What follows belongs to an exercise in optimizing a design on an open flow for small area, a short achievable clock period and few clock cycles; a production flow would make more cautious choices.
RTL that was checked went through simulation tests only; none was proved equivalent to the original.
No activity file was given, so power comes from the tool's default toggle rates.

v6:
==> flow/design.v <==
`timescale 1ns/10ps
module JAM (
    input CLK,
    input RST,
    output reg [2:0] W,
    output reg [2:0] J,
    input [6:0] Cost,
    output reg [3:0] MatchCount,
    output reg [9:0] MinCost,
    output reg Valid );
localparam S_SCAN = 2'd0;
localparam S_WAIT = 2'd1;
localparam S_SRCH = 2'd2;
localparam S_DONE = 2'd3;
reg [1:0] state;
reg [6:0] u  [0:7];
reg [6:0] v  [0:7];
reg [2:0] ra [0:7];          
reg       c8;                
reg       p1v;
reg [2:0] p1w;
reg [3:0] p1j;
reg [6:0] cm;                
reg [6:0] vlast;             
reg       r2v;
reg [2:0] r2w, r2j;
reg [6:0] rx;                
reg       bv;
reg [2:0] bw;
reg       vav;               
reg [6:0] vadd;
reg [6:0] badd;
reg [9:0] base;
reg       donescan;
reg       x0go;
reg [9:0] P  [0:7];          
reg [2:0] js [0:6];          
reg [7:0] used;              
reg       cvld;              
reg       cdone;             
reg [2:0] rW, rWm;           
reg [2:0] jWm;               
reg       fv;
reg [2:0] fd, fj;
reg [7:0] fu;
reg [9:0] fPU;               
reg [6:0] fvj;               
reg [2:0] ffc;               
reg [6:0] creg;
reg       ev;
reg [2:0] ed, ec;
reg [7:0] eu;
reg [9:0] eK;                
reg [7:0] eT;                
reg       eneg;              
reg [2:0] efc;
function [7:0] gtm;          
    input [2:0] a;
    gtm = 8'hfe << a;
endfunction
function [7:0] ltm;          
    input [2:0] a;
    ltm = ~(8'hff << a);
endfunction
function [2:0] pe;           
    input [7:0] x;
    integer k;
    begin
        pe = 3'd0;
        for (k = 7; k >= 0; k = k - 1)
            if (x[k]) pe = k[2:0];
    end
endfunction
function [3:0] cnext;        
    input [7:0] mk;
    input [2:0] a;
    reg   [7:0] hi;
    begin
        hi = mk & gtm(a);
        cnext = {|mk, pe((|hi) ? hi : mk)};
    end
endfunction
function [7:0] between;
    input [2:0] a;
    input [2:0] s;
    between = (a < s) ? (gtm(a) & ltm(s)) : (gtm(a) | ltm(s));
endfunction
function [12:0] add12;
    input [11:0] a;
    input [11:0] b;
    input        cin;
    add12 = {1'b0, a} + {1'b0, b} + {12'd0, cin};
endfunction
function [23:0] csa;
    input [11:0] a;
    input [11:0] b;
    input [11:0] c;
    reg   [11:0] cy;
    begin
        cy = (a & b) | (a & c) | (b & c);
        csa = {a ^ b ^ c, cy[10:0], 1'b0};
    end
endfunction
function [9:0] sel10;
    input [79:0] x;
    input [2:0]  k;
    input [2:0]  o;
    integer n;
    begin
        sel10 = 10'd0;
        for (n = 0; n < 8; n = n + 1)
            sel10 = sel10 | ({10{k == n}} & x[((n + o) & 7) * 10 +: 10]);
    end
endfunction
wire [79:0] raf, uf, vf, Pf, jsf;
genvar gi;
generate
    for (gi = 0; gi < 8; gi = gi + 1) begin : g_flat
        assign raf[gi*10 +: 10] = {7'd0, ra[gi]};
        assign uf[gi*10 +: 10]  = {3'd0, u[gi]};
        assign vf[gi*10 +: 10]  = {3'd0, v[gi]};
        assign Pf[gi*10 +: 10]  = P[gi];
        assign jsf[gi*10 +: 10] = (gi == 7) ? 10'd0 : {7'd0, js[gi]};
    end
endgenerate
wire [2:0]  W1  = W + 3'd1;
wire [9:0]  pw  = sel10(Pf, W, 3'd0);
wire [6:0]  vj  = sel10(vf, J, 3'd0);
wire [6:0]  uw  = sel10(uf, W, 3'd0);
wire [2:0]  ra1 = sel10(raf, W, 3'd1);
wire [12:0] PUs = add12({2'b00, pw}, {5'h1f, ~uw}, 1'b1);
wire [9:0]  PU  = PUs[9:0];              
wire [7:0]  uc  = used | (8'd1 << J);
wire [7:0]  fhi = ~uc & ~ltm(ra1);
wire [2:0]  fc  = pe((|fhi) ? fhi : ~uc);
wire [23:0] tq  = csa({2'b00, MinCost}, {2'b11, ~fPU}, {5'd0, fvj});
wire [12:0] Ts  = add12(tq[23:12], {tq[11:1], 1'b1}, 1'b0);
wire [11:0] T   = Ts[11:0];
wire [12:0] Ks  = add12({2'b00, fPU}, {5'h1f, ~fvj}, 1'b1);
wire [9:0]  K   = Ks[9:0];
wire       cfree = cvld && J == rW && W != 3'd7;
wire [3:0] nA  = cnext(~used & between(J, rW), J);
wire       okA = nA[3];
wire [2:0] Wm  = W - 3'd1;
wire [2:0] ra2 = sel10(raf, W, 3'd6);   
wire [2:0] jp2 = sel10(jsf, W, 3'd6);   
wire [7:0] uB  = used & ~(8'd1 << jWm);
wire [3:0] nB  = cnext(~uB & between(jWm, rWm), jWm);
wire       okB = nB[3];
wire       le    = {1'b0, creg} <= eT;
wire       lt    = {1'b0, creg} <  eT;
wire       acc   = ev && !eneg && le;
wire       leaf  = (ed == 3'd7);
wire       redir = acc && !leaf;
wire [9:0] sum   = eK + creg;                  
wire [6:0] cmin  = (p1w == 3'd0 || Cost < cm) ? Cost : cm;
wire [6:0] ru    = u[r2w];
wire [7:0] rd    = {1'b0, rx} - {1'b0, ru};      
wire       rlt   = rd[7];
wire       rfirst = (r2j == 3'd0);
wire [6:0] nu    = (rfirst || rlt) ? rx : ru;
always @(posedge CLK or posedge RST) begin
    if (RST) begin
        state <= S_SCAN;
        c8 <= 1'b0;
        W <= 3'd0;
        J <= 3'd0;
        Valid <= 1'b0;
        p1v <= 1'b0;
        r2v <= 1'b0;
        bv <= 1'b0;
        vav <= 1'b0;
        donescan <= 1'b0;
        x0go <= 1'b0;
        cvld <= 1'b0;
        cdone <= 1'b0;
        fv <= 1'b0;
        ev <= 1'b0;
    end else begin
        p1v <= (state == S_SCAN);
        r2v <= p1v && p1j != 4'd0;
        bv <= r2v && r2j == 3'd7;
        vav <= p1v && p1j != 4'd8 && p1w == 3'd7;
        donescan <= bv && bw == 3'd7;        
        x0go <= donescan;
        fv <= cvld && !cfree && state == S_SRCH && !redir;
        ev <= fv && !redir;
        case (state)
        S_SCAN: begin
            {c8, J, W} <= {c8, J, W} + 7'd1;
            if (c8 && W == 3'd7) state <= S_WAIT;
        end
        S_WAIT: begin
            if (x0go) begin
                state <= S_SRCH;
                W <= 3'd0;
                J <= ra[0];
                cvld <= 1'b1;
                cdone <= 1'b0;
            end
        end
        S_SRCH: begin
            if (redir) begin
                W <= ed + 3'd1;
                J <= efc;
                cvld <= 1'b1;
                cdone <= 1'b0;
            end else if (cfree) begin
                W <= W1;
                J <= fc;
                cvld <= 1'b1;
            end else if (cdone) begin
                if (!fv && !ev) begin
                    state <= S_DONE;
                    Valid <= 1'b1;
                end
            end else if (okA) begin
                J <= nA[2:0];
                cvld <= 1'b1;
            end else if (W == 3'd0) begin
                cdone <= 1'b1;
                cvld <= 1'b0;
            end else if (okB) begin
                W <= Wm;
                J <= nB[2:0];
                cvld <= 1'b1;
            end else begin
                W <= Wm;
                J <= jWm;
                cvld <= 1'b0;
            end
        end
        default: ;
        endcase
    end
end
integer i;
always @(posedge CLK) begin
    p1w <= W;
    p1j <= {c8, J};
    if (state == S_SCAN || state == S_WAIT) begin
        P[0] <= {3'd0, Cost};
        for (i = 1; i < 8; i = i + 1) P[i] <= P[i - 1];
    end
    if (p1v && p1j != 4'd8) begin
        cm <= cmin;
        if (p1w == 3'd7) begin
            v[p1j[2:0]] <= cmin;
            vlast <= cmin;
        end
    end
    rx <= P[7][6:0] - vlast;
    r2w <= p1w;
    r2j <= p1j[2:0] - 3'd1;
    if (r2v) begin
        u[r2w] <= nu;
        if (rfirst || rlt) ra[r2w] <= r2j;
    end
    badd <= nu;
    bw <= r2w;
    vadd <= cmin;
    if (state == S_SCAN && p1v && p1w == 3'd0 && p1j == 4'd0)
        base <= 10'd0;
    else if (vav || bv)
        base <= base + (vav ? vadd : 7'd0) + (bv ? badd : 7'd0);
    if (x0go)
        P[0] <= base;
    creg <= Cost;
    fd <= W;
    fj <= J;
    fu <= used;
    fPU <= PU;
    fvj <= vj;
    ffc <= fc;
    ed <= fd;
    ec <= fj;
    eu <= fu;
    eK <= K;
    eneg <= T[11];
    eT <= (T[10:8] != 3'd0) ? 8'hff : T[7:0];
    efc <= ffc;
    if (state != S_SRCH) begin
        rW <= ra[0];
    end else if (redir) begin
        rW <= sel10(raf, ed, 3'd1);
        rWm <= sel10(raf, ed, 3'd0);
        jWm <= ec;
    end else if (cfree) begin
        rW <= ra1;
        rWm <= rW;
        jWm <= J;
    end else if (!cdone && !okA && W != 3'd0) begin
        rW <= rWm;
        rWm <= ra2;
        jWm <= jp2;
    end
    if (state == S_SCAN || state == S_WAIT) begin
        MinCost <= 10'h3ff;
        used <= 8'd0;
    end else if (state == S_SRCH) begin
        if (acc && leaf) begin
            if (lt) begin
                MinCost <= sum;
                MatchCount <= 4'd1;
            end else begin
                MatchCount <= MatchCount + 4'd1;
            end
        end
        if (ev && !leaf) begin
            js[ed] <= ec;
            P[ed + 3'd1] <= sum;
        end
        if (cfree) begin
            js[W] <= J;
            P[W1] <= pw;
        end
        if (redir) begin
            used <= eu | (8'd1 << ec);
        end else if (cfree) begin
            used <= uc;
        end else if (!cdone && !okA && W != 3'd0) begin
            used <= uB;
        end
    end
end
endmodule
make LEC_CHECK=0 CAP_MARGIN=20 CORE_MARGIN=2 CORE_UTILIZATION=65 CTS_BUF_LIST='sky130_fd_sc_hd__clkbuf_4 sky130_fd_sc_hd__clkbuf_8' CTS_CLUSTER_SIZE=30 SETUP_SLACK_MARGIN=2.5 SLEW_MARGIN=20 finish   # period 6.0 ns
run.sh (not shown) runs the stock make flow with config.mk's settings and CLKGATE_MAP_FILE= SYNTH_SCRIPT=/design/flow/synth_recipe.tcl, a recipe that flattens the netlist after the stock synthesis.
v6 completed end to end with timing, DRC and antenna clean.
Testbench counts of v6, summed over its fixed seeds: cycles 7,032.
Relative to v6, the following input files were edited for v7:
- removing CTS_CLUSTER_SIZE (formerly 30)
- removing CTS_BUF_LIST (formerly sky130_fd_sc_hd__clkbuf_4 sky130_fd_sc_hd__clkbuf_8)
Notes after the runs:
- v7 | status: complete | timing, DRC, antenna: pass
- Relative to v6, part of the cycle the worst path needs has increased by 0.43 points in v7.
- Higher area used by multi-input combinational logic among v7 and v6: v6
- The higher final area came out of v6.
- Power attributed to the clock group (v7 vs. v6) increases by a few percent
- Diff v7 and v6: slack of the critical path higher in v6
- Against v6 as the reference, v7 delivers a lower post-route non-filler standard cell count.
- v7 reports a higher number of diodes than v6 does.
- On v7: average detailed-routed wire length per instance is 0.16 microns higher than what v6 gave.
- Delta (v7 minus v6): total power after layout has increased; global-route wire length before repair increased 1.2%.

## v33
Another version of the RTL of JAM (not shown whole).
For scale: roughly 2400 cells after synthesis, ~30 I/O pins, ~27000 µm² of cells after synthesis.
// JAM
module JAM (
    input CLK,
    input RST,
    output reg [2:0] W,
    output reg [2:0] J,
    input [6:0] Cost,
    output reg [3:0] MatchCount,
    output reg [9:0] MinCost,
    output reg Valid );
Settings: LEC_CHECK=0, CAP_MARGIN=20, CORE_MARGIN=2, CORE_UTILIZATION=65, SETUP_SLACK_MARGIN=1.0, SLEW_MARGIN=20; clock period 6.0 ns.
Input-level comparison between v18 and v33:
- a change of SETUP_SLACK_MARGIN from 1.0 to 2.5
- a change of CORE_UTILIZATION from 65 to 40
### Flow results
v18 finished every stage and its layout cleared the timing, DRC and antenna checks.
Taking v33 as the reference, in v18 antenna cell count picked up an extra 4, smallest setup slack after layout picked up an extra 130 ps.
v33 → v18: area after detailed placement climbed about 4%, synthesis-to-layout area growth climbed 17 points, tap cell instance count climbed about 64%.
Re count of inverters other than clock inverters in the layout: no difference whatsoever between v18 and v33.
Compared to v33, the router laid down more metal wire for v18.
| fraction of power consumed by combinational cells | higher: v18 |
### v18 -> v1
- SETUP_SLACK_MARGIN now 1.5, was 2.5
## What came out
Diff v18..v1 | worst-path maximum fanout | unchanged
In the flow results for v18 and v1, the switching fraction of total power is smaller on v1.
v1 vs. v18: post-layout minimum cycle time -9.0 ps, proportion of layout cells with a drive suffix above 1 -7.0 points, number of cells in the finished layout apart from fillers -51, sequential power ~0 delta.
Est. power | v1 vs v18 | v1 lower
| synthesis-to-finish area growth | lower: v1 |
Worst setup slack for register-to-register paths: v1 vs v18 — no meaningful difference
v1 reached the final stage; the timing, DRC and antenna checks on its layout passed.
No run of this note included a check of the RTL's function; only the layout flow was run.

## the reference run
Another version of the RTL of JAM (not shown whole).
Size: ~30 I/O pins.
Design JAM, start of the top module:
module JAM (
    input CLK,
    input RST,
    output reg [2:0] W,
    output reg [2:0] J,
    input [6:0] Cost,
    output reg [3:0] MatchCount,
    output reg [9:0] MinCost,
    output reg Valid );
==> flow/config.mk <==
export PLATFORM = sky130hd
export DESIGN_NAME = JAM
export DESIGN_NICKNAME = JAM
export VERILOG_FILES = /design/flow/design.v
export SDC_FILE = /design/flow/constraint.sdc
export NUM_CORES = 4
export LEC_CHECK = 0
export CAP_MARGIN = 20
export CORE_MARGIN = 2
export CORE_UTILIZATION = 40
export SETUP_SLACK_MARGIN = 2.5
export SLEW_MARGIN = 20
==> flow/constraint.sdc <==
create_clock -name core_clock -period 6.0 [get_ports {CLK}]
set_input_delay 1.2000 -clock core_clock [delete_from_list [all_inputs] [get_ports {CLK}]]
set_output_delay 1.2000 -clock core_clock [all_outputs]
set_load 0.01 [all_outputs]
Relative to the reference run, the following input files were edited for the trial run:
- a change of SETUP_SLACK_MARGIN from 2.5 to 1.5
Results
- Every run in the comparison, the reference run and the trial run, completed the flow with a clean layout.
- Per the comparison of the trial run with the reference run, clock skew down 0.0070 ns; clock period minus final worst setup slack flat.
- Looking at internal portion of total power across both flows, the trial run is the stronger of the two, with the reference run trailing.
- The trial run vs the reference run — via count dropped by a few percent
- [compare] base=the reference run new=the trial run: final cell count dropped about 2.4%, actual transition at the worst max-transition pin climbed 0.021 ns, wire length on met2 dropped 3.8%, number of endpoints with negative hold slack in the final report barely changed.
- Compared to the reference run, the routing of the trial run uses less wire.
No run of this note included a check of the RTL's function; only the layout flow was run.

Another version of the RTL of JAM (not shown whole).
For scale: roughly 340 flip-flops, about 30 I/O pins, ~19000 sq um of cells after synthesis.
export LEC_CHECK = 0
export ABC_CLOCK_PERIOD_IN_PS = 3000
export CAP_MARGIN = 20
export CORE_MARGIN = 2
export CORE_UTILIZATION = 40
export SETUP_SLACK_MARGIN = 2.5
export SLEW_MARGIN = 20
create_clock -name core_clock -period 6.0 [get_ports {CLK}]
Testbench counts at the start, summed over its fixed seeds: cycles 8,372.
==> next run, changes <==
--- a/flow/config.mk
+++ b/flow/config.mk
@@ -8 +7,0 @@
-export ABC_CLOCK_PERIOD_IN_PS = 3000
@@ -12 +10,0 @@
-export SETUP_SLACK_MARGIN = 2.5
Worst hold slack improved by 34 ps.
Via count shrinks by 5.7%.
Routed wire length shrinks by about 6%.
Cell area shrinks by 14%.
Register-to-register slack got worse by 440 ps.
Global-route usage shrinks by 1.0 points.
Critical path depth is unchanged.
Power shrinks by 3.4%.

Another version of the RTL of JAM (not shown whole).
For scale: roughly 1,900 cells after synthesis, roughly 380 flip-flops, about 30 I/O pins.
==> flow/config.mk <==
export PLATFORM = sky130hd
export DESIGN_NAME = JAM
export DESIGN_NICKNAME = JAM
export VERILOG_FILES = /design/flow/design.v
export SDC_FILE = /design/flow/constraint.sdc
export NUM_CORES = 4
export LEC_CHECK = 0
export ABC_CLOCK_PERIOD_IN_PS = 3000
export CAP_MARGIN = 20
export CORE_MARGIN = 2
export CORE_UTILIZATION = 40
export SETUP_SLACK_MARGIN = 3.0
export SLEW_MARGIN = 20
==> flow/constraint.sdc <==
create_clock -name core_clock -period 6.0 [get_ports {CLK}]
set_input_delay 1.2000 -clock core_clock [delete_from_list [all_inputs] [get_ports {CLK}]]
set_output_delay 1.2000 -clock core_clock [all_outputs]
set_load 0.01 [all_outputs]
Then changed:
ABC_CLOCK_PERIOD_IN_PS = 3500   (was 3000)
SETUP_SLACK_MARGIN = 2.5   (was 3.0)
What happened: Global-route usage drops by 0.83 points. Synthesized cell count does not change. Routed wire length went down by 6.1%. Utilization decreases by 2.6 points. Cell count decreases by 2.4%. Setup slack improved by 0.068 ns.
No functional check of the RTL was part of any run of this note.

separate check: timing with driven ports:
Ports are ideal in the flow. The routed layouts listed here were re-timed in OpenROAD.
Step 1, drivers: a clkbuf_16 drives CLK and a buf_2 each remaining input, both assumed.
Step 2 also shifts input and output timing later by t, the mid clock arrival at the registers, as if the neighbouring blocks saw the same clock.
a / b / c = no drivers / after step 1 / after step 2; a / b = the first two.
run	t, ns	setup slack, ns	clock arrival spread, ns	worst slew at a driven data input, ns
v6	0.686	2.380 / 2.380 / 1.946	0.023 / 0.023	0.04
v7	0.615	2.354 / 2.354 / 1.991	0.019 / 0.019	0.04
v33	0.667	0.841 / 0.841 / 0.535	0.028 / 0.027	0.04
v18	0.688	0.968 / 0.968 / 0.968	0.024 / 0.025	0.06
v1	0.674	0.977 / 0.977 / 0.977	0.020 / 0.020	0.04
the reference run	0.677	0.340 / 0.340 / 0.340	0.019 / 0.019	0.03
the trial run	0.669	0.338 / 0.338 / 0.338	0.014 / 0.014	0.03
the first run of note 4	0.589	0.917 / 0.917 / 0.917	0.032 / 0.031	0.05
the second run of note 4	0.593	0.480 / 0.480 / 0.480	0.023 / 0.023	0.03
the first run of note 5	0.619	1.216 / 1.216 / 1.216	0.046 / 0.045	0.07
the second run of note 5	0.629	1.283 / 1.283 / 1.283	0.017 / 0.017	0.06
After both steps setup and hold are still met in every run listed. For v6, which loses most, drivers alone change the setup slack by 0.000 ns; drivers and shift together by -0.434 ns.
